Source: an optimization exercise on an open RTL-to-GDS flow (aim: small area, a short achievable clock period and few clock cycles per item). Production flows keep margins and buffers that such runs may drop.
At most, simulation tests tie the RTL to the original design; equivalence was not proved.
The RTL of run 1 was laid out without a check of its function.
Power and IR drop assume default switching activity.

==> flow/design.v <==
module fa_cell (input wire a, input wire b, input wire c, output wire s, output wire co);
    assign s  = a ^ b ^ c;
    assign co = (a & b) | (a & c) | (b & c);
endmodule
module ha_cell (input wire a, input wire b, output wire s, output wire co);
    assign s  = a ^ b;
    assign co = a & b;
endmodule
module hold_cell (input wire ld, input wire hd, input wire d, input wire q, output wire o);
    assign o = (ld & d) | (hd & q);
endmodule
module hold1_cell (input wire ld, input wire hd, input wire r, input wire d, input wire q, output wire o);
    assign o = (ld & d) | (hd & q) | r;
endmodule
module fir_top #(
    parameter K  = 8,
    parameter DW = 8,
    parameter CW = 8
)(
    input  wire clk,
    input  wire rst,
    input  wire start,
    input  wire signed [DW-1:0] x_in,
    output wire signed [DW+CW+$clog2(K):0] y_out,
    output wire data_valid
);
    reg [7:0] u1, u2, u3, u4, u5, u6;
    reg [10:0] w;
    reg [11:0] ra, rb;
    reg [11:0] y;
    reg dv;
    wire [7:0] u_in = {~x_in[7], x_in[6:0]};
    wire [10:0] w_nx;                         
    wire ld = start & ~rst;
    wire hd = ~start & ~rst;
    wire [58:0] hist = {w, u6, u5, u4, u3, u2, u1};
    wire [58:0] hin  = {w_nx, u5, u4, u3, u2, u1, u_in};
    localparam [58:0] RST1 = {11'd896, {6{8'h80}}};
    wire [58:0] hnx;
    genvar gi;
    generate
        for (gi = 0; gi < 59; gi = gi + 1) begin : g_hist
            if (RST1[gi]) begin : g_one
                hold1_cell u_h (.ld(ld), .hd(hd), .r(rst), .d(hin[gi]), .q(hist[gi]), .o(hnx[gi]));
            end else begin : g_zero
                hold_cell u_h (.ld(ld), .hd(hd), .d(hin[gi]), .q(hist[gi]), .o(hnx[gi]));
            end
        end
    endgenerate
    always @(posedge clk)
        {w, u6, u5, u4, u3, u2, u1} <= hnx;
    wire s1, c1;
    fa_cell u_fa1 (.a(u1[0]), .b(u2[0]), .c(u3[0]), .s(s1), .co(c1));
    wire s2, c2;
    fa_cell u_fa2 (.a(u1[1]), .b(u2[1]), .c(u3[1]), .s(s2), .co(c2));
    wire s3, c3;
    ha_cell u_ha3 (.a(u4[1]), .b(u5[1]), .s(s3), .co(c3));
    wire s4, c4;
    fa_cell u_fa4 (.a(u1[2]), .b(u2[2]), .c(u3[2]), .s(s4), .co(c4));
    wire s5, c5;
    fa_cell u_fa5 (.a(u4[2]), .b(u5[2]), .c(w[2]), .s(s5), .co(c5));
    wire s6, c6;
    fa_cell u_fa6 (.a(u1[3]), .b(u2[3]), .c(u3[3]), .s(s6), .co(c6));
    wire s7, c7;
    fa_cell u_fa7 (.a(u4[3]), .b(u5[3]), .c(w[3]), .s(s7), .co(c7));
    wire s8, c8;
    fa_cell u_fa8 (.a(u1[4]), .b(u2[4]), .c(u3[4]), .s(s8), .co(c8));
    wire s9, c9;
    fa_cell u_fa9 (.a(u4[4]), .b(u5[4]), .c(w[4]), .s(s9), .co(c9));
    wire s10, c10;
    fa_cell u_fa10 (.a(u1[5]), .b(u2[5]), .c(u3[5]), .s(s10), .co(c10));
    wire s11, c11;
    fa_cell u_fa11 (.a(u4[5]), .b(u5[5]), .c(w[5]), .s(s11), .co(c11));
    wire s12, c12;
    fa_cell u_fa12 (.a(u1[6]), .b(u2[6]), .c(u3[6]), .s(s12), .co(c12));
    wire s13, c13;
    fa_cell u_fa13 (.a(u4[6]), .b(u5[6]), .c(w[6]), .s(s13), .co(c13));
    wire s14, c14;
    fa_cell u_fa14 (.a(u1[7]), .b(u2[7]), .c(u3[7]), .s(s14), .co(c14));
    wire s15, c15;
    fa_cell u_fa15 (.a(u4[7]), .b(u5[7]), .c(w[7]), .s(s15), .co(c15));
    wire s16, c16;
    ha_cell u_ha16 (.a(u4[0]), .b(u5[0]), .s(s16), .co(c16));
    wire s17, c17;
    fa_cell u_fa17 (.a(w[1]), .b(s2), .c(s3), .s(s17), .co(c17));
    wire s18, c18;
    fa_cell u_fa18 (.a(s4), .b(s5), .c(c2), .s(s18), .co(c18));
    wire s19, c19;
    fa_cell u_fa19 (.a(s6), .b(s7), .c(c4), .s(s19), .co(c19));
    wire s20, c20;
    fa_cell u_fa20 (.a(s8), .b(s9), .c(c6), .s(s20), .co(c20));
    wire s21, c21;
    fa_cell u_fa21 (.a(s10), .b(s11), .c(c8), .s(s21), .co(c21));
    wire s22, c22;
    fa_cell u_fa22 (.a(s12), .b(s13), .c(c10), .s(s22), .co(c22));
    wire s23, c23;
    fa_cell u_fa23 (.a(s14), .b(s15), .c(c12), .s(s23), .co(c23));
    wire s24, c24;
    ha_cell u_ha24 (.a(w[8]), .b(c14), .s(s24), .co(c24));
    wire s25, c25;
    ha_cell u_ha25 (.a(w[0]), .b(s1), .s(s25), .co(c25));
    wire s26, c26;
    fa_cell u_fa26 (.a(c1), .b(s17), .c(c16), .s(s26), .co(c26));
    wire s27, c27;
    fa_cell u_fa27 (.a(c3), .b(s18), .c(c17), .s(s27), .co(c27));
    wire s28, c28;
    fa_cell u_fa28 (.a(c5), .b(s19), .c(c18), .s(s28), .co(c28));
    wire s29, c29;
    fa_cell u_fa29 (.a(c7), .b(s20), .c(c19), .s(s29), .co(c29));
    wire s30, c30;
    fa_cell u_fa30 (.a(c9), .b(s21), .c(c20), .s(s30), .co(c30));
    wire s31, c31;
    fa_cell u_fa31 (.a(c11), .b(s22), .c(c21), .s(s31), .co(c31));
    wire s32, c32;
    fa_cell u_fa32 (.a(c13), .b(s23), .c(c22), .s(s32), .co(c32));
    wire s33, c33;
    fa_cell u_fa33 (.a(c15), .b(s24), .c(c23), .s(s33), .co(c33));
    wire s34, c34;
    ha_cell u_ha34 (.a(w[9]), .b(c24), .s(s34), .co(c34));
    wire [11:0] pr0 = {1'b0, w[10], s34, s33, s32, s31, s30, s29, s28, s27, s26, s16};
    wire [11:0] pr1 = {1'b0, c34, c33, c32, c31, c30, c29, c28, c27, c26, c25, s25};
    localparam [11:0] RA0 = 12'd0;
    localparam [11:0] RB0 = 12'd1536;
    wire s35, c35;
    fa_cell u_fa35 (.a(u6[0]), .b(u5[1]), .c(u6[2]), .s(s35), .co(c35));
    wire s36, c36;
    fa_cell u_fa36 (.a(u6[1]), .b(u5[2]), .c(u6[3]), .s(s36), .co(c36));
    wire s37, c37;
    fa_cell u_fa37 (.a(u6[2]), .b(u5[3]), .c(u6[4]), .s(s37), .co(c37));
    wire s38, c38;
    fa_cell u_fa38 (.a(u6[3]), .b(u5[4]), .c(u6[5]), .s(s38), .co(c38));
    wire s39, c39;
    fa_cell u_fa39 (.a(u6[4]), .b(u5[5]), .c(u6[6]), .s(s39), .co(c39));
    wire s40, c40;
    fa_cell u_fa40 (.a(u6[5]), .b(u5[6]), .c(u6[7]), .s(s40), .co(c40));
    wire s41, c41;
    ha_cell u_ha41 (.a(u6[6]), .b(u5[7]), .s(s41), .co(c41));
    wire [10:0] wr0 = {1'b0, u6[7], s41, s40, s39, s38, s37, s36, s35, u5[0], u6[0]};
    wire [10:0] wr1 = {1'b0, c41, c40, c39, c38, c37, c36, c35, 1'b0, u6[1], 1'b0};
    assign w_nx = wr0 + wr1;                  
    always @(posedge clk) begin
        if (rst) begin
            ra <= RA0;
            rb <= RB0;
        end else begin
            ra <= pr0;
            rb <= pr1;
        end
    end
    wire [11:0] uu = {2'b00, u_in, 2'b00};
    wire [11:0] sx = ra ^ rb;
    wire [11:0] sg = ra & rb;
    wire [11:0] so = ra | rb;
    wire [11:0] ss = sx ^ uu;
    wire [11:0] sk = sg | (uu & so);
    wire [11:0] s  = ss + {sk[10:0], 1'b0};
    always @(posedge clk)
        y <= {~s[11], s[10:0]};
    always @(posedge clk or posedge rst) begin
        if (rst) dv <= 1'b0;
        else     dv <= start;
    end
    assign y_out = {{8{y[11]}}, y};
    assign data_valid = dv;
endmodule
==> flow/flow/run.sh <==
#!/bin/bash
# The standard layout (standard.sh) with these changes:
#  - port buffers are buf_1 cells instead of the flow's default pick
#    (clkdlybuf4s50_1, a slow delay cell);
#  - synthesis is the standard flow's script, except that
#    - Yosys's full/half adder extraction runs only inside the fa_cell and
#      ha_cell modules, so the final adder is left to abc as plain gates (the
#      extracted fa_1/ha_1 cells are slow on its carry path);
#    - the adders use Yosys's default carry-lookahead map, not ORFS's
#      Kogge-Stone one (abc makes them smaller and as fast from it);
#    - abc maps the top module with ORFS's abc_area.script (it builds the
#      final adder from fast NAND gates) and the small cell modules with the
#      default abc_speed.script (which keeps the history muxes as a22o).
#  Registers are untouched.
set -euo pipefail
W=$(pwd)
export BUFFER_PORTS_ARGS="-buffer_cell sky130_fd_sc_hd__buf_1"
sed -e 's|extract_fa {\*}\[dont_use_extract_fa_args\]|extract_fa {*}[dont_use_extract_fa_args] fa_cell ha_cell|' \
    -e 's|"-extra-map \$::env(FLOW_HOME)/platforms/common/lcu_kogge_stone.v"|""|' \
    -e 's|^  log_cmd abc {\*}\$abc_args$|  log_cmd abc {*}$abc_args fir_top %n\n  log_cmd abc {*}[lreplace $abc_args 1 1 $::env(SCRIPTS_DIR)/abc_area.script] fir_top|' \
    "$FLOW_HOME/scripts/synth.tcl" > "$W/flow_synth_core.tcl"
grep -q 'dont_use_extract_fa_args\] fa_cell ha_cell' "$W/flow_synth_core.tcl"
! grep -q 'lcu_kogge_stone' "$W/flow_synth_core.tcl"
grep -q 'abc_area.script\] fir_top' "$W/flow_synth_core.tcl"
sed "s|source \$::env(SCRIPTS_DIR)/synth.tcl|source $W/flow_synth_core.tcl|" synth_recipe.tcl > "$W/flow_synth.tcl"
grep -q "flow_synth_core.tcl" "$W/flow_synth.tcl"
sed "s|SYNTH_SCRIPT=[^ ]*|SYNTH_SCRIPT=$W/flow_synth.tcl|" standard.sh > "$W/flow_standard.sh"
grep -q "SYNTH_SCRIPT=$W/flow_synth.tcl" "$W/flow_standard.sh"
bash "$W/flow_standard.sh" > "$W/standard.log" 2>&1
==> flow/standard.sh <==
#!/bin/bash
# synth_recipe.tcl (not shown) runs the flow's synth.tcl, then flattens the netlist and writes it again
# the make line also repeats each setting of config.mk as NAME=value (left out here)
make -C /OpenROAD-flow-scripts/flow DESIGN_CONFIG=/design/flow/config.mk WORK_HOME=/design/flow/orfs CLKGATE_MAP_FILE= SYNTH_SCRIPT=/design/flow/synth_recipe.tcl "${@:-finish}"
==> flow/config.mk <==
export PLATFORM = sky130hd
export DESIGN_NAME = fir_top
export DESIGN_NICKNAME = fir_top
export VERILOG_FILES = /design/flow/design.v
export SDC_FILE = /design/flow/constraint.sdc
export NUM_CORES = 4
export LEC_CHECK = 0
export CAP_MARGIN = 20
export CORE_MARGIN = 2
export CORE_UTILIZATION = 55
export CTS_BUF_LIST = sky130_fd_sc_hd__clkbuf_8
export CTS_CLUSTER_SIZE = 30
export PLACE_DENSITY = 0.65
export SETUP_SLACK_MARGIN = 3.8
export SLEW_MARGIN = 20
export SYNTH_HIERARCHICAL = 1
==> flow/constraint.sdc <==
create_clock -name core_clock -period 6.0 [get_ports {clk}]
set_input_delay 1.2000 -clock core_clock [delete_from_list [all_inputs] [get_ports {clk}]]
set_output_delay 1.2000 -clock core_clock [all_outputs]
set_load 0.01 [all_outputs]
==> results.toml, run 1 <==
[status]
status = "no timing/DRC/antenna violations"

[setup_path]
critPathBufInv = 1
end_kind = "flip-flop"
cp_cell_sequence = "fa_1, nand2_2, inv_2, nor2_2, nand2_1, nand2_2, nand2_2, nand2_4, a21o_4, nand2_2, nand2_2, xor2_2, a221o_1"
crit_path_max_incr_delay_ns = 0.59
slowest_stage = "fa_1"
path_delay_family = "adder cells"
cp-start-kind = "flip-flop"
crit_fanout = 3
worst_ep_required_time_ns = 6.25
cp.arrival_ns = 2.56
cpMostUsedCell = "nand2_2"
crit_type = "reg -> reg"

[sta]
min_period_over_period_pct = 38.36
fin_tns_setup_ns = 0
tightest_slew_ns = 0.6287
min_period_ns = 2.301
drv_slew = 0
max_freq_mhz = 434.5
finalSetupViolations = 0
skew_ns = 0.009237
final_hold_viol_count = 0
slew-limit-headroom_pct = 58.09
rsz0062_at_grt = "yes"

[cts]
clock_path_buffers = 2
cts.clk_slew.worst_paths_ns = 0.09
cts_sinks = 94
clk_latency_ns = 0.36
cts_tree = "done"
cts_root_buf = "clkbuf_8"
cts_buffers = 9
htreeDepth = 3

[logic_synthesis]
ys_types = 29
synth_fp_nets = 541
ys_warn_count = 7
synthXorXnorAreaFrac_pct = 3.456
yosys.area_share.adder_pct = 17.00
ys_ff_latch = 94
yosysSeqAreaShare_pct = 41.36
syn_area_um2 = 4562
synth_top_family_by_area = "simple AND/OR/NAND/NOR gates"
synthMuxAreaShare_pct = 0
synth_compound_area_share_pct = 13.80
synth.avg_cell_area_um2 = 9.329
syn_inst = 489
synth-simple-area-share_pct = 17.14

[route]
ant_nets = 0
wirelength_mm = 7.631
dr.pass1.iters = 4
drt-wirelength-per-cell_um = 11.85
avgViaCountPerCell = 4.866
drt_iter0_drc = 116
via_count = 3134
drc = 0

[floorplan]
die_h_um = 95.08
initial_utilization_pct = 56.08
io_pins = 32
dieArea_um2 = 9039
die_w_um = 95.08
core_area_um2 = 8134
rows = 33

[final_layout]
post-route-util_pct = 63.96
area_delta_synth_final_pct = 14.04
layout-drive-gt1-share_pct = 17.25
fin_nets = 586
final_cell_area_um2 = 5202
nFillCells = 699
stdcell_count = 644
antenna-diode-count = 0

[placement]
dp_hpwl_mm = 5.356
gp_congestion = 0.7394
placed_area_um2 = 4776
placedCellCount = 617
io_buffers = 31

[min_path]
hold_path_class = "reg -> reg"

[power]
vdd_drop_max_v = 0.0001196
p_leak_nw = 2.509
total_power_mw = 1.416
cellPowerDensity_nw_per_um2 = 272.2

[global_route]
track_usage_pct = 18.82
first_global_vias = 2871
antenna_found_initial = 0
gr-total-overflow = 0
grt_start_max_net_pins = 60
grt_pass1_wl_mm = 13.19

[flow_run]
max_cap_violations = 0
[per-module statistics from Yosys (local to each module, per instance)]
module	flip-flops and latches	copies in the design	area (µm²)
fir_top	94	1	3258
hold_cell	0	50	8.758
fa_cell	0	35	20.02
hold1_cell	0	9	10.01
ha_cell	0	6	12.51
[tightest hold or removal path, cell delays in order (launching register included)]
cell	delay, ns
dfxtp_1	0.33
inv_1	0.06
nor2_1	0.03
[through the flow]
stage	hold slack, ns	setup slack (ns)
floorplan	0.4032	3.531
global placement	0.4552	3.530
detailed placement	0.4529	3.507
CTS	0.4597	3.711
global route	0.4825	3.534
finish	0.4586	3.699
[synth_stat cells]
cell / n / area (µm²)
nand2_1: 95 / 356.6
dfxtp_1: 93 / 1862
inv_1: 66 / 247.7
a22o_1: 50 / 437.9
nor2_1: 47 / 176.4
fa_1: 35 / 700.7
nand3_1: 19 / 95.09
xor2_1: 15 / 131.4
nand2_2: 12 / 75.07
a221o_1: 9 / 90.09
buf_4: 8 / 60.06
ha_1: 6 / 75.07
a21oi_1: 5 / 25.02
clkbuf_1: 3 / 11.26
inv_2: 3 / 11.26
o21ai_0: 3 / 15.01
or2_2: 3 / 18.77
xnor2_1: 3 / 26.28
nand3_2: 2 / 20.02
nor2_2: 2 / 12.51
nor3_1: 2 / 10.01
a21boi_4: 1 / 18.77
a21o_2: 1 / 8.760
a21oi_2: 1 / 8.760
a21oi_4: 1 / 16.27
dfrtp_1: 1 / 25.02
nor2_4: 1 / 11.26
o2111ai_1: 1 / 8.760
or2_1: 1 / 6.260
[final timing paths]
check / from / endpoint / slack, ns / depth (start not counted)
max: u6[1] / w[8] / 3.70 / 13
min: w[10] / ra[10] / 0.46 / 2
max reg2reg: u6[1] / w[8] / 3.70 / 13
min reg2reg: w[10] / ra[10] / 0.46 / 2
max in group asynchronous: rst / dv / 4.99 / 3
min in group asynchronous: rst / dv / 0.91 / 3
[routing by layer]
| metal | vias up | track usage (%) | share of wire [%] |
|---|---|---|---|
| met5 | - | 0 | 0 |
| met4 | 0 | 6.884 | 1.1 |
| met3 | 7 | 3.874 | 2.2 |
| met2 | 30 | 25.76 | 42 |
| met1 | 1431 | 29.16 | 55 |
| li1 | 1666 | - | - |
[where the power goes]
| part | total (mW) | internal, mW | switching [mW] |
|---|---|---|---|
| clock | 0.509 | 0.279 | 0.230 |
| sequential | 0.688 | 0.664 | 0.0232 |
| combinational | 0.220 | 0.0847 | 0.135 |
[flip-flops by register name (all words and copies together) (netlist names)]
signal,cells
ra,11
rb,11
u3,8
u1,8
w,11
u5,8
u2,8
u4,8
dv,1
y,12
u6,8
[cells in the final DEF (no fill, tap or decap), types with 2 or more instances in the layout]
master,Yosys,final
nand2_1,95,87
dfxtp_1,93,84
inv_1,66,63
a22o_1,50,50
nor2_1,47,43
fa_1,35,35
buf_1,0,24
nand2_2,12,19
nand3_1,19,17
xor2_1,15,14
buf_4,8,14
a221o_1,9,9
clkbuf_8,0,9
clkbuf_2,0,7
inv_2,3,6
ha_1,6,6
dfxtp_2,0,6
a21oi_1,5,5
nand3_2,2,4
nor2_4,1,4
nor2_2,2,3
o21ai_0,3,3
or2_2,3,3
bufinv_16,0,3
dfxtp_4,0,3
xnor2_1,3,2
nor3_1,2,2
inv_6,0,2
[what timing repair did]
action	4_1_cts	5_1_grt
setup buffers	9	2
gates resized for setup	9	31
pin swaps	7	13
hold buffers	0	0
endpoints found under the setup margin	12	15
[layout make-up]
cell class,count,area [µm²],area share (%)
timing repair buffer,45,230.2,4.425
inverter,69,259.0,4.978
clock buffer,9,123.9,2.381
sequential,94,1906,36.63
multi-input combinational,315,2432,46.75
tap,105,131.4,2.525
clock inverter,7,120.1,2.309
[cell families after synthesis]
kind of cell             Yosys count
AO/OA/AOI/OAI                     72
XOR/XNOR                          18
adder cells (fa/ha/maj)           41
buffers and inverters             80
flip-flops                        94
AND/OR/NAND/NOR                  184
==> run 2: changes to the inputs <==
--- a/flow/design.v
+++ b/flow/design.v
@@ -139,5 +139,5 @@
     wire [10:0] wr1 = {1'b0, c41, c40, c39, c38, c37, c36, c35, 1'b0, u6[1], 1'b0};
     assign w_nx = wr0 + wr1;                  
-    always @(posedge clk) begin
+    always @(posedge clk or posedge rst) begin
         if (rst) begin
             ra <= RA0;
--- a/flow/config.mk
+++ b/flow/config.mk
@@ -8,8 +8,7 @@
 export CAP_MARGIN = 20
 export CORE_MARGIN = 2
-export CORE_UTILIZATION = 55
+export CORE_UTILIZATION = 40
 export CTS_BUF_LIST = sky130_fd_sc_hd__clkbuf_8
 export CTS_CLUSTER_SIZE = 30
-export PLACE_DENSITY = 0.65
 export SETUP_SLACK_MARGIN = 3.8
 export SLEW_MARGIN = 20
==> run 2 against run 1 <==
Net effect:
- setup slack better by 0.069 ns
- final area is 0.38% lower
- still clean
- non-clock buffer count rose by 3
- flip-flop and latch count unchanged
- hold slack worse by 0.095 ns
- fmax rose by 3.1%
- synthesized area decreased by 1.4%
- clock power shrank 12%
- final cell count down 0.78%
- largest cell class unchanged
==> results.toml, run 2 <==
[sta]
tightest_slew_ns = 0.8441
min_period_ns = 2.232
setup_ws_ns = 3.768
rsz0062_at_grt = "yes"
skew_ns = 0.008568
final_hold_viol_count = 0
fin_tns_setup_ns = 0
slew-limit-headroom_pct = 43.67
finalSetupViolations = 0
max_freq_mhz = 447.9
min_period_over_period_pct = 37.21
drv_slew = 0

[logic_synthesis]
ys_types = 30
syn_area_um2 = 4497
synthArstFlopShare_pct = 24.47
synth_ff_type = "dfxtp_1"
synthTopCellsByCount = "nand2_1, dfxtp_1, a22o_1"
yosysSeqAreaShare_pct = 44.46
synth_edf_count = 0
synth.area.top_cells = "dfxtp_1, fa_1, dfrtp_1"
ys_warn_count = 7
synth.avg_cell_area_um2 = 10.15
yosysTopAreaCell = "dfxtp_1"
ys_ff_latch = 94
syn_inst = 443
yosys.cell_count.top_type = "nand2_1"
netlist.area_leader.share_pct = 31.61
synth_fp_nets = 495

[floorplan]
die_w_um = 110.0
rows = 38
core_area_um2 = 10890
die_h_um = 110.0
io_pins = 32
initial_utilization_pct = 41.30
dieArea_um2 = 12110

[setup_path]
crit_path_max_incr_delay_ns = 0.56
slowest_stage = "fa_1"
cp_cell_sequence = "fa_1, nand2_1, inv_1, nor2_2, nand2_1, nand2_1, nand2_1, nand2_2, a21o_1, nand2_1, nand2_1, xor2_1, a221o_1"
path_delay_family = "adder cells"
cp.arrival_ns = 2.47
crit_type = "reg -> reg"
critPathBufInv = 1
worst_ep_required_time_ns = 6.24
cpMostUsedCell = "nand2_1"
end_kind = "flip-flop"
cp-start-kind = "flip-flop"
crit_fanout = 3

[global_route]
track_usage_pct = 13.69
first_global_vias = 2804
antenna_found_initial = 0
grt_pass1_wl_mm = 12.81
gr-total-overflow = 0
grt_start_max_net_pins = 60

[route]
dr.pass1.iters = 4
drt_iter0_drc = 139
wirelength_mm = 7.310
via_count = 2973
ant_nets = 0
drc = 0
drt-wirelength-per-cell_um = 11.44
avgViaCountPerCell = 4.653

[cts]
clk_latency_ns = 0.35
cts_buffers = 9
cts_sinks = 94
clock_path_buffers = 2
cts_tree = "done"
cts.clk_slew.worst_paths_ns = 0.08
cts.hold.buffers_added = 0
cts_root_buf = "clkbuf_8"
htreeDepth = 3

[placement]
dp_hpwl_mm = 5.322
post-place-ws_ns = 3.464
gp_congestion = 0.7368
io_buffers = 31

[final_layout]
largest_register_ffs = 12
final_cell_mix = "nand2_1, dfxtp_1, a22o_1"
mostFrequentLayoutCell = "nand2_1"
multi_input_area_um2 = 2306
nFillCells = 996
area_delta_synth_final_pct = 15.25
antenna-diode-count = 0
fin_nets = 546
post-route-util_pct = 47.60
seq_area_um2 = 2013
largest-register = "y"
layout-drive-gt1-share_pct = 16.83

[flow_run]
max_cap_violations = 0

[min_path]
hold_path_class = "reg -> reg"

[power]
cellPowerDensity_nw_per_um2 = 279.5
vdd_drop_max_v = 0.0001475
p_leak_nw = 2.564

[status]
status = "no timing/DRC/antenna violations"
## run 2: cell types whose count changed in the layout (fill, tap and decap cells not counted), moves of 3 or more
cell	previous run	this run
buf_4	14	11
dfxtp_1	84	64
dfrtp_1	1	21
inv_2	6	3
buf_6	0	6
nand2_2	19	13
inv_1	63	43
nand2_1	87	95
nor2_1	43	20
clkbuf_8	9	13
## run 2: area by class of cell
| type | count | area share (%) |
|---|---|---|
| Sequential cell | 94 | 38.85 |
| Inverter | 48 | 3.718 |
| Clock inverter | 3 | 0.7726 |
| Multi-Input combinational cell | 293 | 44.50 |
| Clock buffer | 13 | 3.452 |
| Tap cell | 140 | 3.380 |
| Timing Repair Buffer | 48 | 5.336 |
## run 2: Yosys stat by module, one instance, submodules excluded
module / cell area, µm² / flops+latches / cells / copies in the design
fir_top: 3193 / 94 / 343 / 1
fa_cell: 20.02 / 0 / 1 / 35
ha_cell: 12.51 / 0 / 1 / 6
hold1_cell: 10.01 / 0 / 1 / 9
hold_cell: 8.758 / 0 / 1 / 50
## run 2: timing repair
item | in CTS | in global routing
resized for setup | 12 | 21
setup endpoints to repair | 12 | 54
pin swaps | 6 | 5
buffers inserted | 15 | 0
## run 2: path summary, 6_finish.rpt
| kind | startpoint | end | slack, ns | depth (start not counted) |
|---|---|---|---|---|
| max in group asynchronous | rst | ra[2] | 4.30 | 2 |
| min reg2reg | w[10] | ra[10] | 0.36 | 0 |
| min | w[10] | ra[10] | 0.36 | 0 |
| max reg2reg | u6[1] | w[8] | 3.77 | 13 |
| max | u6[1] | w[8] | 3.77 | 13 |
| min in group asynchronous | rst | rb[8] | 1.18 | 2 |
## run 2: cells by family after synthesis
family                   after synthesis  share of synthesized area [%]
AND/OR/NAND/NOR                      160                          15.16
flip-flops                            94                          44.46
AO/OA/AOI/OAI                         73                          14.08
buffers and inverters                 56                          5.342
adder cells (fa/ha/maj)               41                          17.25
XOR/XNOR                              19                          3.701
## run 2: worst reg2reg max path, stage by stage (launching register included)
cell and delay (ns):
dfxtp_4 0.36, fa_1 0.56, nand2_1 0.07, inv_1 0.06
nor2_2 0.04, nand2_1 0.06, nand2_1 0.06, nand2_1 0.07
nand2_2 0.07, a21o_1 0.18, nand2_1 0.06, nand2_1 0.06
xor2_1 0.16, a221o_1 0.31
## run 2: through the flow
stage | instance area, µm² | power [mW] | hold slack (ns) | instances
CTS | 5135 | 1.465 | 0.3603 | 639
finish | 5182 | 1.449 | 0.3640 | 639
global route | 5182 | 1.558 | 0.3653 | 639
floorplan | 4524 | 0.9694 | 0.3324 | 443
detailed placement | 4771 | 1.017 | 0.3489 | 608
global placement | 4771 | 1.013 | 0.3486 | 608
## run 2: metal layers
metal	track usage (%)	wire length, µm
met5	0	0
met4	5.425	123
met3	3.586	216
met2	19.54	3190
met1	19.74	3780
## run 2: report_power, final
part	internal (mW)	switching (mW)	total, mW
Combinational	0.109	0.180	0.289
Sequential	0.683	0.0302	0.713
Clock	0.237	0.210	0.447
Total	1.03	0.420	1.45
Testbench counts of run 2, summed over its fixed seeds: cycles 16,000, items 8,000.
==> run 3: changes to the inputs <==
--- a/flow/flow/run.sh
+++ b/flow/flow/run.sh
@@ -12,8 +12,11 @@
 #      final adder from fast NAND gates) and the small cell modules with the
 #      default abc_speed.script (which keeps the history muxes as a22o).
+#  - clock tree synthesis inserts no dummy loads (they only add area here).
 #  Registers are untouched.
 set -euo pipefail
 W=$(pwd)
 export BUFFER_PORTS_ARGS="-buffer_cell sky130_fd_sc_hd__buf_1"
+# ORFS's clock tree settings (as config.mk would set them), without dummy loads
+export CTS_ARGS="-sink_clustering_enable -repair_clock_nets -sink_clustering_size 30 -buf_list sky130_fd_sc_hd__clkbuf_8 -dont_use_dummy_load"
 sed -e 's|extract_fa {\*}\[dont_use_extract_fa_args\]|extract_fa {*}[dont_use_extract_fa_args] fa_cell ha_cell|' \
     -e 's|"-extra-map \$::env(FLOW_HOME)/platforms/common/lcu_kogge_stone.v"|""|' \
==> run 3 against run 2 <==
Net effect:
- global-route usage down 0.20 points
- clock-buffer cell count fell by 4
- fmax grew 0.59%
- power shrank 8.3%
- non-clock buffer count is 5 lower
- first-iteration DRC count is 1.4% higher
- clock skew increased by 0.0058 ns
- register-to-register slack hardly changed
- core utilization is 1.3 points lower
- hold slack got worse by 0.0022 ns
- largest power group unchanged
==> results.toml, run 3 <==
[status]
status = "no timing/DRC/antenna violations"

[logic_synthesis]
ys_ff_latch = 94
syn_inst = 443
yosysSeqAreaShare_pct = 44.46
synthMuxAreaShare_pct = 0
ys_warn_count = 7
netlist.area_leader.share_pct = 31.61
synth.area.top_cells = "dfxtp_1, fa_1, dfrtp_1"
synth.avg_cell_area_um2 = 10.15
syn_area_um2 = 4497
yosys.area_share.adder_pct = 17.25
synth-simple-area-share_pct = 15.16
synth_fp_nets = 495
yosys.cell_count.top_type = "nand2_1"
synth_edf_count = 0
synth_compound_area_share_pct = 14.08
synthTopCellsByCount = "nand2_1, dfxtp_1, a22o_1"
synthXorXnorAreaFrac_pct = 3.701
yosysTopAreaCell = "dfxtp_1"
synth_top_family_by_area = "adder cells"
ys_types = 30
synth_ff_type = "dfxtp_1"
synthArstFlopShare_pct = 24.47

[final_layout]
final_cell_mix = "nand2_1, dfxtp_1, a22o_1"
seq_area_um2 = 2013
antenna-diode-count = 0
area_delta_synth_final_pct = 11.99
fin_nets = 541
largest_register_ffs = 12
mostFrequentLayoutCell = "nand2_1"
multi_input_area_um2 = 2308
nFillCells = 1014
largest-register = "y"
layout-drive-gt1-share_pct = 14.78

[power]
internal-power_mw = 0.9293
cellPowerDensity_nw_per_um2 = 263.8
power_frac_clock_pct = 24.2
power_frac_comb_pct = 22.1
sw_frac_of_total_pct = 30.05
seq_power_share_pct = 53.7
p_leak_nw = 2.477
netSwitchingPower_mw = 0.3992
vdd_drop_max_v = 0.0001300
total_power_mw = 1.329

[cts]
cts_root_buf = "clkbuf_8"
clk_latency_ns = 0.36
cts_tree = "done"
cts_sinks = 94
htreeDepth = 3
cts_buffers = 9
clock_path_buffers = 2
cts.clk_slew.worst_paths_ns = 0.07

[placement]
gp_congestion = 0.7368
io_buffers = 31
dp_hpwl_mm = 5.322

[sta]
slew-limit-headroom_pct = 43.76
tightest_slew_ns = 0.8427
skew_ns = 0.01439
min_period_ns = 2.219
final_hold_viol_count = 0
max_freq_mhz = 450.6
finalSetupViolations = 0
rsz0062_at_grt = "yes"
fin_tns_setup_ns = 0
min_period_over_period_pct = 36.99
drv_slew = 0

[floorplan]
initial_utilization_pct = 41.30
die_h_um = 110.0
core_area_um2 = 10890
die_w_um = 110.0
dieArea_um2 = 12110
io_pins = 32
rows = 38

[setup_path]
setup.worst_path.start = "u5[2]"
worst_ep_required_time_ns = 6.24
r2r_end = "w[8]"
endpoint = "w[8]"
crit_type = "reg -> reg"
r2r_slack_ns = 3.78
crit_fanout = 3
r2r_start = "u5[2]"
cp.arrival_ns = 2.46
rr_worst_depth = 13
cp-start-kind = "flip-flop"
end_kind = "flip-flop"

[route]
drt-wirelength-per-cell_um = 11.60
dr.pass1.iters = 5
wirelength_mm = 7.274
ant_nets = 0
drc = 0
via_count = 2953
drt_iter0_drc = 141
avgViaCountPerCell = 4.710

[flow_run]
max_cap_violations = 0

[global_route]
antenna_found_initial = 0
grt_start_max_net_pins = 60
gr-total-overflow = 0
grt_pass1_wl_mm = 12.56
track_usage_pct = 13.49
first_global_vias = 2762

[min_path]
hold_path_class = "reg -> reg"
hp-start = "w[10]"
[run 3: modules after synthesis, one instance, submodules excluded]
module | copies in the design | flip-flops and latches | cells inside
fir_top | 1 | 94 | 343
fa_cell | 35 | 0 | 1
hold_cell | 50 | 0 | 1
hold1_cell | 9 | 0 | 1
ha_cell | 6 | 0 | 1
[run 3: final cells by class]
| cell class | count | share of cell area [%] |
|---|---|---|
| Timing Repair Buffer | 43 | 4.422 |
| Inverter | 48 | 3.826 |
| Multi-Input combinational cell | 293 | 45.84 |
| Tap cell | 140 | 3.478 |
| Sequential cell | 94 | 39.98 |
| Clock buffer | 9 | 2.460 |
[run 3: metal layers]
metal | vias to the layer above | wire (µm) | track usage (%)
li1 | 1541 | - | -
met3 | 10 | 171 | 2.881
met2 | 29 | 3236 | 19.15
met5 | - | 0 | 0
met1 | 1373 | 3717 | 19.37
met4 | 0 | 148 | 6.781
[run 3: power groups by stage]
stage	Combinational, mW	Sequential, mW	Clock, mW
finish	0.294	0.713	0.322
global route	0.347	0.725	0.364
CTS	0.290	0.714	0.337
detailed placement	0.289	0.729	0
global placement	0.285	0.727	0
floorplan	0.231	0.739	0
[run 3: what timing repair did]
| action | in CTS | in global routing |
|---|---|---|
| buffers inserted | 7 | 3 |
| endpoints found under the setup margin | 6 | 61 |
| pin swaps | 5 | 3 |
| hold buffers | 0 | 0 |
| resized for setup | 10 | 19 |
[run 3: how the worst min path moves through the flow]
| stage | slack (ns) | cells past startpoint | end |
|---|---|---|---|
| 6_report | 0.36 | 0 | ra[10] |
| 3_5_place_dp | 0.35 | 0 | ra[10] |
| 3_3_place_gp | 0.35 | 0 | ra[10] |
| 2_1_floorplan | 0.33 | 0 | ra[10] |
| 4_1_cts | 0.36 | 0 | ra[10] |
| 5_1_grt | 0.36 | 0 | ra[10] |
[run 3: worst max-delay path: stages (launching register included)]
cell     delay [ns]
dfxtp_4        0.35
fa_1           0.56
nand2_1        0.08
inv_1          0.07
nor2_2         0.04
nand2_1        0.05
nand2_1        0.06
nand2_1        0.07
nand2_2        0.07
a21o_1         0.18
nand2_1        0.06
nand2_1        0.06
xor2_1         0.15
a221o_1        0.31
[run 3: cell families (layout without fill, tap and decap cells)]
| group | after synthesis | in the layout |
|---|---|---|
| simple gates | 160 | 160 |
| flops | 94 | 94 |
| xor+xnor | 19 | 19 |
| fa+ha+maj | 41 | 41 |
| compound gates | 73 | 73 |
| buf+inv | 56 | 100 |
[run 3: through the flow]
step | std cells | setup slack (ns) | util [%] | hold slack (ns) | instance area [µm²]
6_report | 627 | 3.781 | 46.25 | 0.3618 | 5036
5_1_grt | 627 | 3.627 | 46.25 | 0.3637 | 5036
4_1_cts | 624 | 3.773 | 45.68 | 0.3586 | 4974
3_5_place_dp | 608 | 3.464 | 43.82 | 0.3489 | 4771
3_3_place_gp | 608 | 3.514 | 43.82 | 0.3486 | 4771
2_1_floorplan | 443 | 3.774 | - | 0.3324 | 4524
==> run 4: changes to the inputs <==
--- a/flow/design.v
+++ b/flow/design.v
@@ -26,5 +26,6 @@
 );
     reg [7:0] u1, u2, u3, u4, u5, u6;
-    reg [10:0] w;
+    reg [10:0] wi;                            
+    wire [10:0] w = wi ^ 11'h380;
     reg [11:0] ra, rb;
     reg [11:0] y;
@@ -34,7 +35,7 @@
     wire ld = start & ~rst;
     wire hd = ~start & ~rst;
-    wire [58:0] hist = {w, u6, u5, u4, u3, u2, u1};
-    wire [58:0] hin  = {w_nx, u5, u4, u3, u2, u1, u_in};
-    localparam [58:0] RST1 = {11'd896, {6{8'h80}}};
+    wire [58:0] hist = {wi, u6, u5, u4, u3, u2, u1};
+    wire [58:0] hin  = {w_nx ^ 11'h380, u5, u4, u3, u2, u1, u_in};
+    localparam [58:0] RST1 = {11'd0, {6{8'h80}}};
     wire [58:0] hnx;
     genvar gi;
@@ -49,5 +50,5 @@
     endgenerate
     always @(posedge clk)
-        {w, u6, u5, u4, u3, u2, u1} <= hnx;
+        {wi, u6, u5, u4, u3, u2, u1} <= hnx;
     wire s1, c1;
     fa_cell u_fa1 (.a(u1[0]), .b(u2[0]), .c(u3[0]), .s(s1), .co(c1));
--- a/flow/config.mk
+++ b/flow/config.mk
@@ -11,5 +11,5 @@
 export CTS_BUF_LIST = sky130_fd_sc_hd__clkbuf_8
 export CTS_CLUSTER_SIZE = 30
-export SETUP_SLACK_MARGIN = 3.8
+export SETUP_SLACK_MARGIN = 4.0
 export SLEW_MARGIN = 20
 export SYNTH_HIERARCHICAL = 1
==> run 4 against run 3 <==
Net effect:
- still clean
- hold slack got worse by 0.0086 ns
- die area is essentially flat
- routed wire length rose by 12%
- synthesized cell count is 0.23% lower
- fmax is 8.2% higher
- non-clock buffer count grew 9
- critical path depth decreased by 12
- critical path type is now reg -> out
- largest power group unchanged
==> results.toml, run 4 <==
[sta]
finalSetupViolations = 0
fin_tns_setup_ns = 0
setup_ws_ns = 3.949
min_period_ns = 2.051
drv_slew = 0
tightest_slew_ns = 0.8547
min_period_over_period_pct = 34.19
slew-limit-headroom_pct = 42.96
max_freq_mhz = 487.5
holdWs_ns = 0.3532
skew_ns = 0.01491
rsz0062_at_grt = "yes"
final_hold_viol_count = 0

[logic_synthesis]
synth.area.top_cells = "dfxtp_1, fa_1, dfrtp_1"
yosysTopAreaCell = "dfxtp_1"
yosysSeqAreaShare_pct = 44.44
syn_area_um2 = 4499
synth_edf_count = 0
ys_types = 30
synth.avg_cell_area_um2 = 10.18
ys_warn_count = 7
ys_ff_latch = 94
synthTopCellsByCount = "nand2_1, dfxtp_1, a22o_1"
netlist.area_leader.share_pct = 31.59
synth_ff_type = "dfxtp_1"
syn_inst = 442
synthArstFlopShare_pct = 24.47
synth_fp_nets = 494
yosys.cell_count.top_type = "nand2_1"

[min_path]
hp-start = "wi[10]"
hold_path_class = "reg -> reg"
hold_depth = 0
min_to = "ra[10]"

[setup_path]
r2r_start = "u6[2]"
crit_fanout = 1
end_kind = "primary output"
crit_type = "reg -> out"
rr_worst_depth = 8
cp_cell_sequence = "clkbuf_2"
crit_path_max_incr_delay_ns = 0.38
r2r_end = "wi[8]"
path_delay_family = "flip-flops"
worst_ep_required_time_ns = 4.80
critPathBufInv = 1
cp.arrival_ns = 0.85
cp-start-kind = "flip-flop"
r2r_slack_ns = 3.97
slowest_stage = "dfrtp_1"

[final_layout]
area_delta_synth_final_pct = 24.58
mostFrequentLayoutCell = "nand2_1"
largest_register_ffs = 12
fin_nets = 549
layout-drive-gt1-share_pct = 39.19
final_cell_mix = "nand2_1, a22o_1, dfxtp_1"
antenna-diode-count = 0
post-route-util_pct = 51.48
largest-register = "y"

[cts]
cts_root_buf = "clkbuf_8"
cts_sinks = 94
htreeDepth = 3
cts_buffers = 9
clk_latency_ns = 0.35
cts_tree = "done"
cts.clk_slew.worst_paths_ns = 0.08
clock_path_buffers = 2

[floorplan]
dieArea_um2 = 12110
die_w_um = 110.1
io_pins = 32
die_h_um = 110.1
initial_utilization_pct = 41.32
rows = 38
core_area_um2 = 10890

[power]
vdd_drop_max_v = 0.0001559
p_leak_nw = 2.686
cellPowerDensity_nw_per_um2 = 260.7

[route]
wirelength_mm = 8.118
ant_nets = 0
drc = 0
drt-wirelength-per-cell_um = 12.78
avgViaCountPerCell = 4.890
drt_iter0_drc = 187
via_count = 3105
dr.pass1.iters = 4

[placement]
post-place-ws_ns = 3.284
io_buffers = 31
gp_congestion = 0.7488
dp_hpwl_mm = 5.333

[global_route]
first_global_vias = 2820
antenna_found_initial = 0
grt_pass1_wl_mm = 13.09
gr-total-overflow = 0
grt_start_max_net_pins = 60
track_usage_pct = 13.98

[flow_run]
max_cap_violations = 0

[status]
status = "no timing/DRC/antenna violations"
[run 4: cell count changes in the layout (fill, tap and decap cells not counted), sizes merged, moves of 3 or more]
cell / change
clkbuf: -5
buf: +14
xnor2: +3
a221o: -3
a22o: +3
[run 4: final cells by class]
cell class | count | area, µm²
Tap cell | 140 | 175.2
Multi-Input combinational cell | 291 | 2628
Sequential cell | 94 | 2051
Clock buffer | 9 | 123.9
Fill cell | 948 | 5283
Timing Repair Buffer | 52 | 407.9
Inverter | 49 | 220.2
[run 4: how the worst max path moves through the flow]
stage / start / to / slack, ns / cells after the start
CTS: u6[3] / wi[8] / 3.91 / 12
global route: u6[2] / wi[8] / 3.86 / 8
global placement: x_in[0] / y[10] / 3.35 / 14
detailed placement: x_in[0] / y[10] / 3.28 / 14
floorplan: start / u1[7] / 3.80 / 3
finish: dv / data_valid / 3.95 / 1
[run 4: what timing repair did]
| action | in CTS | in global routing |
|---|---|---|
| endpoints found under the setup margin | 94 | 42 |
| gates cloned | 0 | 0 |
| pin swaps | 27 | 60 |
| buffers inserted | 10 | 9 |
| hold buffers | 0 | 0 |
| resized for setup | 66 | 119 |
[run 4: per-layer routing]
layer / part of all wire [%] / track usage, %
met2: 48 / 19.54
met1: 48 / 20.54
met3: 2.2 / 2.646
met4: 2.0 / 7.052
met5: 0 / 0
[run 4: stage by stage]
step | total power, mW | instances | cell area (µm²)
after global placement | 1.018 | 607 | 4821
after detailed placement | 1.027 | 607 | 4821
after floorplan | 0.9761 | 442 | 4574
after CTS | 1.379 | 626 | 5159
after global routing | 1.562 | 635 | 5605
final | 1.461 | 635 | 5605
[run 4: power breakdown]
group          total [mW]  switching, mW  internal [mW]
combinational       0.415          0.233          0.182
clock               0.328          0.193          0.135
sequential          0.719         0.0330          0.686
total                1.46          0.459           1.00
[run 4: per-module statistics from Yosys (local to each module, per instance)]
module / copies in the design / cells inside / area, µm²
ha_cell: 6 / 1 / 12.51
fa_cell: 35 / 1 / 20.02
hold_cell: 53 / 1 / 8.758
fir_top: 1 / 342 / 3199
hold1_cell: 6 / 1 / 10.01
[run 4: logic make-up (layout without fill, tap and decap cells)]
family / Yosys count / in the layout / synth area share, %
compound gates: 74 / 74 / 14.16
xor+xnor: 20 / 20 / 3.893
fa+ha+maj: 41 / 41 / 17.24
buf+inv: 57 / 110 / 5.423
flops: 94 / 94 / 44.44
simple gates: 156 / 156 / 14.85
Testbench counts of run 4, summed over its fixed seeds: cycles 16,000, items 8,000.
==> run 5: changes to the inputs <==
--- a/flow/config.mk
+++ b/flow/config.mk
@@ -6,10 +6,10 @@
 export NUM_CORES = 4
 export LEC_CHECK = 0
-export CAP_MARGIN = 20
+export CAP_MARGIN = 5
 export CORE_MARGIN = 2
 export CORE_UTILIZATION = 40
 export CTS_BUF_LIST = sky130_fd_sc_hd__clkbuf_8
 export CTS_CLUSTER_SIZE = 30
-export SETUP_SLACK_MARGIN = 4.0
-export SLEW_MARGIN = 20
+export SETUP_SLACK_MARGIN = 3.8
+export SLEW_MARGIN = 5
 export SYNTH_HIERARCHICAL = 1
==> run 5 against run 4 <==
Net effect:
- flip-flop and latch count did not move
- sequential share of layout area rose by 3.4 points
- final area fell by 10%
- routed wire length fell by 8.3%
- non-clock buffer count fell by 15
- critical path depth rose by 11
- power fell by 9.2%
- first-iteration DRC count rose by 2.1%
- largest cell class unchanged
==> results.toml, run 5 <==
[sta]
min_period_over_period_pct = 35.38
fin_tns_setup_ns = 0
slew-limit-headroom_pct = 43.37
rsz0062_at_grt = "yes"
final_hold_viol_count = 0
drv_slew = 0
finalSetupViolations = 0
tightest_slew_ns = 0.8484
min_period_ns = 2.123
skew_ns = 0.03274
max_freq_mhz = 471.1

[logic_synthesis]
synthTopCellsByCount = "nand2_1, dfxtp_1, a22o_1"
syn_area_um2 = 4499
synthArstFlopShare_pct = 24.47
yosysSeqAreaShare_pct = 44.44
yosysTopAreaCell = "dfxtp_1"
ys_warn_count = 7
synth_fp_nets = 494
synth_edf_count = 0
synth.avg_cell_area_um2 = 10.18
synth.area.top_cells = "dfxtp_1, fa_1, dfrtp_1"
ys_ff_latch = 94
synth_ff_type = "dfxtp_1"
ys_types = 30
netlist.area_leader.share_pct = 31.59
yosys.cell_count.top_type = "nand2_1"
syn_inst = 442

[final_layout]
antenna-diode-count = 0
largest_register_ffs = 12
final_cell_mix = "nand2_1, dfxtp_1, a22o_1"
area_delta_synth_final_pct = 12.07
fin_nets = 534
largest-register = "y"
mostFrequentLayoutCell = "nand2_1"
layout-drive-gt1-share_pct = 15.63
post-route-util_pct = 46.31

[global_route]
grt_pass1_wl_mm = 12.63
gr-total-overflow = 0
first_global_vias = 2713
antenna_found_initial = 0
track_usage_pct = 13.63
grt_start_max_net_pins = 60

[cts]
cts_buffers = 9
htreeDepth = 3
cts_root_buf = "clkbuf_8"
clk_latency_ns = 0.36
cts_sinks = 94
cts_tree = "done"
cts.clk_slew.worst_paths_ns = 0.08
clock_path_buffers = 2

[floorplan]
io_pins = 32
rows = 38
die_h_um = 110.1
core_area_um2 = 10890
dieArea_um2 = 12110
initial_utilization_pct = 41.32
die_w_um = 110.1

[setup_path]
worst_ep_required_time_ns = 6.25
cp-start-kind = "flip-flop"
crit_path_max_incr_delay_ns = 0.51
end_kind = "flip-flop"
crit_type = "reg -> reg"
rr_worst_depth = 12
cpMostUsedCell = "nand2_2"
r2r_start = "u5[2]"
cp_cell_sequence = "fa_1, nand2_2, inv_1, nor2_2, nand2_1, nand2_2, nand2_2, nand2_4, a21o_1, a21boi_2, xnor2_1, a22o_1"
slowest_stage = "fa_1"
crit_fanout = 4
cp.arrival_ns = 2.37
r2r_slack_ns = 3.88
r2r_end = "wi[8]"

[route]
wirelength_mm = 7.442
via_count = 2965
drc = 0
drt-wirelength-per-cell_um = 12.00
ant_nets = 0
dr.pass1.iters = 6
avgViaCountPerCell = 4.782
drt_iter0_drc = 191

[power]
p_leak_nw = 2.437
vdd_drop_max_v = 0.0001147
total_power_mw = 1.326
cellPowerDensity_nw_per_um2 = 263.1

[min_path]
hold_depth = 0
hp-start = "wi[10]"
min_to = "ra[10]"
hold_path_class = "reg -> reg"

[placement]
gp_congestion = 0.8041
io_buffers = 31
dp_hpwl_mm = 5.336

[flow_run]
max_cap_violations = 0

[status]
status = "no timing/DRC/antenna violations"
==> run 5: cell count changes in the layout (fill, tap and decap cells not counted), sizes merged <==
cell	change
clkbuf	+4
buf	-19
==> run 5: repair_timing <==
action                                  4_1_cts  5_1_grt
setup buffers                                 0        4
resized for setup                             2       35
endpoints found under the setup margin       10       67
hold buffers                                  0        0
gates cloned                                  0        0
pin swaps                                     0        9
endpoints found under the hold margin         0        0
==> run 5: layer usage <==
metal / GRT usage [%] / vias to the layer above / wire (µm)
li1: - / 1525 / -
met2: 19.41 / 42 / 3266
met1: 19.77 / 1386 / 3739
met5: 0 / - / 0
met4: 6.962 / 0 / 149
met3: 2.469 / 12 / 286
==> run 5: logic make-up after synthesis <==
logic type | Yosys count | share of synthesized area (%)
buffers and inverters | 57 | 5.423
and+or+nand+nor | 156 | 14.85
xor gates and xnor gates | 20 | 3.893
DFF | 94 | 44.44
adders and majority gates | 41 | 17.24
AOI/OAI and AO/OA | 74 | 14.16
==> run 5: area by class of cell <==
| cell class | count | area, µm² |
|---|---|---|
| Fill cell | 1018 | 5846 |
| Multi-Input combinational cell | 291 | 2360 |
| Sequential cell | 94 | 2014 |
| Inverter | 49 | 196.4 |
| Tap cell | 140 | 175.2 |
| Timing Repair Buffer | 37 | 172.7 |
| Clock buffer | 9 | 123.9 |
==> run 5: how the worst max path moves through the flow <==
stage	start	slack, ns	to	cells after the start
5_1_grt	u5[2]	3.68	wi[8]	12
6_report	u5[2]	3.88	wi[8]	12
3_5_place_dp	start	3.44	u5[7]	5
3_3_place_gp	start	3.48	u4[7]	5
2_1_floorplan	start	3.77	u1[7]	3
4_1_cts	u5[2]	3.79	wi[8]	12
==> run 5: stage by stage <==
stage	cell area, µm²	setup WS (ns)	hold WS [ns]	cells
floorplan	4527	3.773	0.3324	442
global placement	4773	3.484	0.3409	607
detailed placement	4773	3.437	0.3402	607
CTS	4900	3.793	0.3569	616
global route	5042	3.683	0.3619	620
finish	5042	3.877	0.3539	620
==> run 5: critical path, delay by kind of cell, from the launching register on <==
| kind | cells | cell delay, ns |
|---|---|---|
| AO/OA/AOI/OAI | 3 | 0.43 |
| XOR/XNOR | 1 | 0.12 |
| adder cells (fa/ha/maj) | 1 | 0.51 |
| buffers and inverters | 1 | 0.05 |
| flip-flops | 1 | 0.36 |
| AND/OR/NAND/NOR | 6 | 0.56 |
==> run 5: report_power, final <==
group          switching [mW]  total, mW  internal, mW
Clock                   0.186      0.321         0.135
Sequential             0.0300      0.714         0.684
Combinational           0.183      0.292         0.109
Total                   0.399       1.33         0.928
==> run 5: per-module statistics from Yosys, one instance, submodules excluded <==
module,area (µm²),copies in the design,flops+latches
ha_cell,12.51,6,0
fir_top,3199,1,94
hold1_cell,10.01,6,0
hold_cell,8.758,53,0
fa_cell,20.02,35,0
==> run 6: changes to the inputs <==
--- a/flow/config.mk
+++ b/flow/config.mk
@@ -6,5 +6,5 @@
 export NUM_CORES = 4
 export LEC_CHECK = 0
-export CAP_MARGIN = 5
+export CAP_MARGIN = 20
 export CORE_MARGIN = 2
 export CORE_UTILIZATION = 40
@@ -12,4 +12,5 @@
 export CTS_CLUSTER_SIZE = 30
 export SETUP_SLACK_MARGIN = 3.8
-export SLEW_MARGIN = 5
+export SLEW_MARGIN = 20
 export SYNTH_HIERARCHICAL = 1
+export TNS_END_PERCENT = 10
==> run 6 against run 5 <==
Net effect:
- synthesized area unchanged
- clock power grew 4%
- first-iteration DRC count down 13%
- setup slack improved by 0.0033 ns
- via count rose by 0.88%
- flip-flop and latch count did not move
- largest cell class unchanged
- global-route usage increased by 0.28 points
- power increased by 1.6%
- largest power group unchanged
- core utilization increased by 0.22 points
- non-clock buffer count increased by 1
- final cell count increased by 0.16%
==> results.toml, run 6 <==
[status]
status = "no timing/DRC/antenna violations"

[placement]
post-place-ws_ns = 3.442
io_buffers = 31
gp_congestion = 0.7700
dp_hpwl_mm = 5.248

[logic_synthesis]
synthArstFlopShare_pct = 24.47
synth.area.top_cells = "dfxtp_1, fa_1, dfrtp_1"
yosys.area_share.adder_pct = 17.24
ys_types = 30
syn_inst = 442
ys_warn_count = 7
syn_area_um2 = 4499
synthTopCellsByCount = "nand2_1, dfxtp_1, a22o_1"
synth_fp_nets = 494
synth_edf_count = 0
synth_ff_type = "dfxtp_1"
synthMuxAreaShare_pct = 0
synth_top_family_by_area = "adder cells"
netlist.area_leader.share_pct = 31.59
synth-simple-area-share_pct = 14.85
synth_compound_area_share_pct = 14.15
yosys.cell_count.top_type = "nand2_1"
synthXorXnorAreaFrac_pct = 3.893
synth.avg_cell_area_um2 = 10.18
yosysTopAreaCell = "dfxtp_1"
yosysSeqAreaShare_pct = 44.44
ys_ff_latch = 94

[final_layout]
largest_register_ffs = 12
antenna-diode-count = 0
mostFrequentLayoutCell = "nand2_1"
post-route-util_pct = 46.53
largest-register = "y"
area_delta_synth_final_pct = 12.60
final_cell_mix = "nand2_1, dfxtp_1, a22o_1"
layout-drive-gt1-share_pct = 17.88
fin_nets = 535

[floorplan]
dieArea_um2 = 12110
die_h_um = 110.1
io_pins = 32
core_area_um2 = 10890
die_w_um = 110.1
rows = 38
initial_utilization_pct = 41.32

[setup_path]
cp.arrival_ns = 0.92
crit_path_max_incr_delay_ns = 0.39
crit_type = "reg -> out"
crit_fanout = 9
cp_cell_sequence = "buf_1"
cp-start-kind = "flip-flop"
slowest_stage = "dfxtp_2"
end_kind = "primary output"
critPathBufInv = 1
worst_ep_required_time_ns = 4.80
path_delay_family = "flip-flops"

[route]
avgViaCountPerCell = 4.816
drt_iter0_drc = 167
via_count = 2991
ant_nets = 0
drt-wirelength-per-cell_um = 12.33
wirelength_mm = 7.659
drc = 0
dr.pass1.iters = 4

[sta]
final_hold_viol_count = 0
max_freq_mhz = 471.9
rsz0062_at_grt = "yes"
skew_ns = 0.01680
tightest_slew_ns = 0.8563
slew-limit-headroom_pct = 42.85
min_period_ns = 2.119
finalSetupViolations = 0
fin_tns_setup_ns = 0
setup_ws_ns = 3.881
drv_slew = 0
min_period_over_period_pct = 35.32

[global_route]
first_global_vias = 2757
grt_start_max_net_pins = 60
gr-total-overflow = 0
antenna_found_initial = 0
track_usage_pct = 13.91
grt_pass1_wl_mm = 12.98

[cts]
cts_sinks = 94
cts.clk_slew.worst_paths_ns = 0.08
cts.hold.buffers_added = 0
clk_latency_ns = 0.36
clock_path_buffers = 2
cts_root_buf = "clkbuf_8"
cts_tree = "done"
htreeDepth = 3
cts_buffers = 9

[power]
cellPowerDensity_nw_per_um2 = 266.1
p_leak_nw = 2.437
internal-power_mw = 0.9297
netSwitchingPower_mw = 0.4185
power_frac_comb_pct = 22.4
vdd_drop_max_v = 0.0001168
seq_power_share_pct = 52.8
total_power_mw = 1.348
sw_frac_of_total_pct = 31.04
power_frac_clock_pct = 24.8

[flow_run]
max_cap_violations = 0

[min_path]
hold_path_class = "reg -> reg"
==> run 6: cell counts after synthesis <==
Identical to the previous run, type by type.
==> run 6: logic make-up after synthesis <==
logic type                 count (synthesis)
and+or+nand+nor                          156
DFF                                       94
AOI/OAI and AO/OA                         74
buffers and inverters                     57
adders and majority gates                 41
xor gates and xnor gates                  20
==> run 6: cell type report <==
type                    instances  area (µm²)
inverters                      49       196.4
repair buffers                 38       183.9
well taps                     140       175.2
clock buffers                   9       123.9
fillers                      1014        5822
multi-input cells             291        2375
flip-flops and latches         94        2012
==> run 6: per-module statistics from Yosys (local to each module, per instance) <==
module,copies in the design,flip-flops and latches,cells
fir_top,1,94,342
fa_cell,35,0,1
ha_cell,6,0,1
hold1_cell,6,0,1
hold_cell,53,0,1
==> run 6: per-stage QoR <==
step                      hold slack, ns  area (µm²)  std cells
after detailed placement          0.3450        4773        607
after global placement            0.3410        4773        607
after global routing              0.3618        5066        621
final                             0.3521        5066        621
after CTS                         0.3560        4898        616
after floorplan                   0.3324        4527        442
==> run 6: path summary, 6_finish.rpt <==
kind	to	start	depth (start not counted)	slack [ns]
min in group asynchronous	dv	rst	2	1.22
max	y_out[17]	y[11]	1	3.88
min reg2reg	ra[10]	wi[10]	0	0.35
max reg2reg	wi[10]	u6[5]	8	3.88
max in group asynchronous	rb[0]	rst	2	4.24
min	ra[10]	wi[10]	0	0.35
==> run 6: power by group through the flow <==
stage          logic (mW)  clock network [mW]  registers, mW
6_report            0.302               0.334          0.712
5_1_grt             0.352               0.371          0.725
3_3_place_gp        0.288                   0          0.727
2_1_floorplan       0.234                   0          0.738
3_5_place_dp        0.291                   0          0.727
4_1_cts             0.292               0.344          0.714
==> run 6: timing repair <==
item / 4_1_cts / 5_1_grt
endpoints found under the setup margin: 10 / 62
pin swaps: 0 / 11
buffers inserted: 0 / 5
gates cloned: 0 / 0
resized for setup: 1 / 46
==> run 6: layer usage <==
| metal | share of wire, % | global-route usage (%) |
|---|---|---|
| met5 | 0 | 0 |
| met4 | 1.7 | 5.335 |
| met3 | 3.8 | 4.586 |
| met2 | 43 | 19.02 |
| met1 | 52 | 20.24 |
==> run 7: changes to the inputs <==
--- a/flow/config.mk
+++ b/flow/config.mk
@@ -14,3 +14,2 @@
 export SLEW_MARGIN = 20
 export SYNTH_HIERARCHICAL = 1
-export TNS_END_PERCENT = 10
==> run 7 against run 6 <==
Net effect:
- largest power group unchanged
- first-iteration DRC count is 14% higher
- final area is 0.47% lower
- clock-buffer cell count stayed put
- die area stayed put
- sequential share of layout area is 0.24 points higher
- power is 1.6% lower
- sequential power hardly changed
- highest routed layer unchanged
- fmax is 0.16% lower
- still clean
- combinational power is 3% lower
==> results.toml, run 7 <==
[min_path]
hold_path_class = "reg -> reg"
hold_depth = 0
min_to = "ra[10]"
hp-start = "wi[10]"

[sta]
rsz0062_at_grt = "yes"
drv_slew = 0
finalSetupViolations = 0
final_hold_viol_count = 0
slew-limit-headroom_pct = 43.37
fin_tns_setup_ns = 0
min_period_over_period_pct = 35.38
tightest_slew_ns = 0.8484
min_period_ns = 2.123
skew_ns = 0.03274
max_freq_mhz = 471.1
holdWs_ns = 0.3539

[cts]
cts_tree = "done"
clock_path_buffers = 2
cts_root_buf = "clkbuf_8"
cts.clk_slew.worst_paths_ns = 0.08
htreeDepth = 3
clk_latency_ns = 0.36
cts_buffers = 9
cts.hold.buffers_added = 0
cts_sinks = 94

[placement]
placedCellCount = 607
io_buffers = 31
gp_congestion = 0.8041
dp_hpwl_mm = 5.336

[setup_path]
r2r_end = "wi[8]"
path_delay_family = "simple AND/OR/NAND/NOR gates"
r2r_slack_ns = 3.88
end_kind = "flip-flop"
slowest_stage = "fa_1"
r2r_start = "u5[2]"
cpMostUsedCell = "nand2_2"
crit_fanout = 4
cp_cell_sequence = "fa_1, nand2_2, inv_1, nor2_2, nand2_1, nand2_2, nand2_2, nand2_4, a21o_1, a21boi_2, xnor2_1, a22o_1"
rr_worst_depth = 12
cp.arrival_ns = 2.37
worst_ep_required_time_ns = 6.25
crit_type = "reg -> reg"
cp-start-kind = "flip-flop"
critPathBufInv = 1
crit_path_max_incr_delay_ns = 0.51

[floorplan]
die_w_um = 110.1
core_area_um2 = 10890
rows = 38
die_h_um = 110.1
dieArea_um2 = 12110
initial_utilization_pct = 41.32
io_pins = 32

[power]
cellPowerDensity_nw_per_um2 = 263.1
vdd_drop_max_v = 0.0001147
total_power_mw = 1.326
p_leak_nw = 2.437

[logic_synthesis]
ys_warn_count = 7
synth_edf_count = 0
synth_fp_nets = 494
synth_ff_type = "dfxtp_1"
yosys.cell_count.top_type = "nand2_1"
syn_inst = 442
syn_area_um2 = 4499
ys_types = 30
yosysSeqAreaShare_pct = 44.44
synthArstFlopShare_pct = 24.47
synth.area.top_cells = "dfxtp_1, fa_1, dfrtp_1"
synth.avg_cell_area_um2 = 10.18
netlist.area_leader.share_pct = 31.59
yosysTopAreaCell = "dfxtp_1"
synthTopCellsByCount = "nand2_1, dfxtp_1, a22o_1"
ys_ff_latch = 94

[route]
drt_iter0_drc = 191
dr.pass1.iters = 6
avgViaCountPerCell = 4.782
drc = 0
drt-wirelength-per-cell_um = 12.00
wirelength_mm = 7.442
ant_nets = 0
via_count = 2965

[global_route]
track_usage_pct = 13.63
grt_pass1_wl_mm = 12.63
grt_start_max_net_pins = 60
gr-total-overflow = 0
first_global_vias = 2713
antenna_found_initial = 0

[final_layout]
area_delta_synth_final_pct = 12.07
stdcell_count = 620
antenna-diode-count = 0
layout-drive-gt1-share_pct = 15.63
fin_nets = 534
final_cell_mix = "nand2_1, dfxtp_1, a22o_1"
largest_register_ffs = 12
post-route-util_pct = 46.31
largest-register = "y"
mostFrequentLayoutCell = "nand2_1"

[status]
status = "no timing/DRC/antenna violations"

[flow_run]
max_cap_violations = 0
run 7: layer usage:
metal / routed length [µm] / track usage [%] / up-vias
met2: 3266 / 19.41 / 42
met4: 149 / 6.962 / 0
met5: 0 / 0 / -
met1: 3739 / 19.77 / 1386
met3: 286 / 2.469 / 12
li1: - / - / 1525
run 7: per-stage QoR:
stage          setup WS, ns  area (µm²)
2_1_floorplan         3.773        4527
3_3_place_gp          3.484        4773
3_5_place_dp          3.437        4773
4_1_cts               3.793        4900
5_1_grt               3.683        5042
6_report              3.877        5042
run 7: what timing repair did:
item / 4_1_cts / 5_1_grt
pin swaps: 0 / 9
setup buffers: 0 / 4
gates cloned: 0 / 0
gates resized for setup: 2 / 35
endpoints found under the hold margin: 0 / 0
endpoints found under the setup margin: 10 / 67
run 7: cell families (layout without fill, tap and decap cells):
group	after synthesis	in the layout	synth area share (%)
AO/OA/AOI/OAI	74	74	14.16
XOR/XNOR	20	20	3.893
adder cells (fa/ha/maj)	41	41	17.24
buffers and inverters	57	95	5.423
flip-flops	94	94	44.44
AND/OR/NAND/NOR	156	156	14.85
run 7: worst register-to-register path: stages (launching register included):
cell and delay [ns]:
dfxtp_4 0.36, fa_1 0.51, nand2_2 0.11, inv_1 0.05, nor2_2 0.12, nand2_1 0.09, nand2_2 0.09, nand2_2 0.06
nand2_4 0.09, a21o_1 0.16, a21boi_2 0.07, xnor2_1 0.12, a22o_1 0.21
run 7: worst max path at each step:
stage	start	end	cells after the start
floorplan	start	u1[7]	3
finish	u5[2]	wi[8]	12
CTS	u5[2]	wi[8]	12
global placement	start	u4[7]	5
detailed placement	start	u5[7]	5
global route	u5[2]	wi[8]	12
run 7: modules after synthesis (local to each module, per instance):
module / flip-flops and latches / copies in the design / cell area [µm²]
ha_cell: 0 / 6 / 12.51
fa_cell: 0 / 35 / 20.02
fir_top: 94 / 1 / 3199
hold_cell: 0 / 53 / 8.758
hold1_cell: 0 / 6 / 10.01
run 7: final cells by class:
cell class / instances / area [µm²]
Clock buffer: 9 / 123.9
Fill cell: 1018 / 5846
Inverter: 49 / 196.4
Multi-Input combinational cell: 291 / 2360
Sequential cell: 94 / 2014
Tap cell: 140 / 175.2
Timing Repair Buffer: 37 / 172.7
run 7: power breakdown:
group / leakage (nW) / total (mW) / switching (mW) / internal [mW]
sequential: 0.882 / 0.714 / 0.0300 / 0.684
clock: 0.0647 / 0.321 / 0.186 / 0.135
combinational: 1.49 / 0.292 / 0.183 / 0.109

[afterwards: timing with drivers on the ports]
No port has a modelled driver above. Below, the same layouts with a new extraction and two added sets of constraints. Step 1 sets driving cells, clkbuf_16 on the clock port and buf_2 on the other inputs (assumed; they add their load-dependent delay and slew). Step 2 times the ports against the registers' clock, not the clock port: input delays grow and output delays shrink by t, the midpoint of the rising clock arrivals with the driver on. a / b / c = ideal / step 1 / step 2; a / b = the first two.
run | shift t [ns] | setup WS [ns] | worst hold slack (ns) | worst setup path at the end | pins driven straight from the clock port
run 1 | 0.391 | 3.699 / 3.699 / 3.491 | 0.459 / 0.459 / 0.459 | input to register | 1
run 2 | 0.383 | 3.768 / 3.768 / 3.540 | 0.364 / 0.364 / 0.364 | input to register | 1
run 3 | 0.383 | 3.781 / 3.781 / 3.540 | 0.362 / 0.362 / 0.362 | input to register | 1
run 4 | 0.379 | 3.949 / 3.913 / 3.615 | 0.353 / 0.353 / 0.353 | input to register | 1
run 5 | 0.383 | 3.877 / 3.867 / 3.518 | 0.354 / 0.354 / 0.354 | input to register | 1
run 6 | 0.387 | 3.881 / 3.847 / 3.524 | 0.352 / 0.352 / 0.352 | input to register | 1
run 7 | 0.383 | 3.877 / 3.867 / 3.518 | 0.354 / 0.354 / 0.354 | input to register | 1
After both steps setup and hold are still met in every run listed.
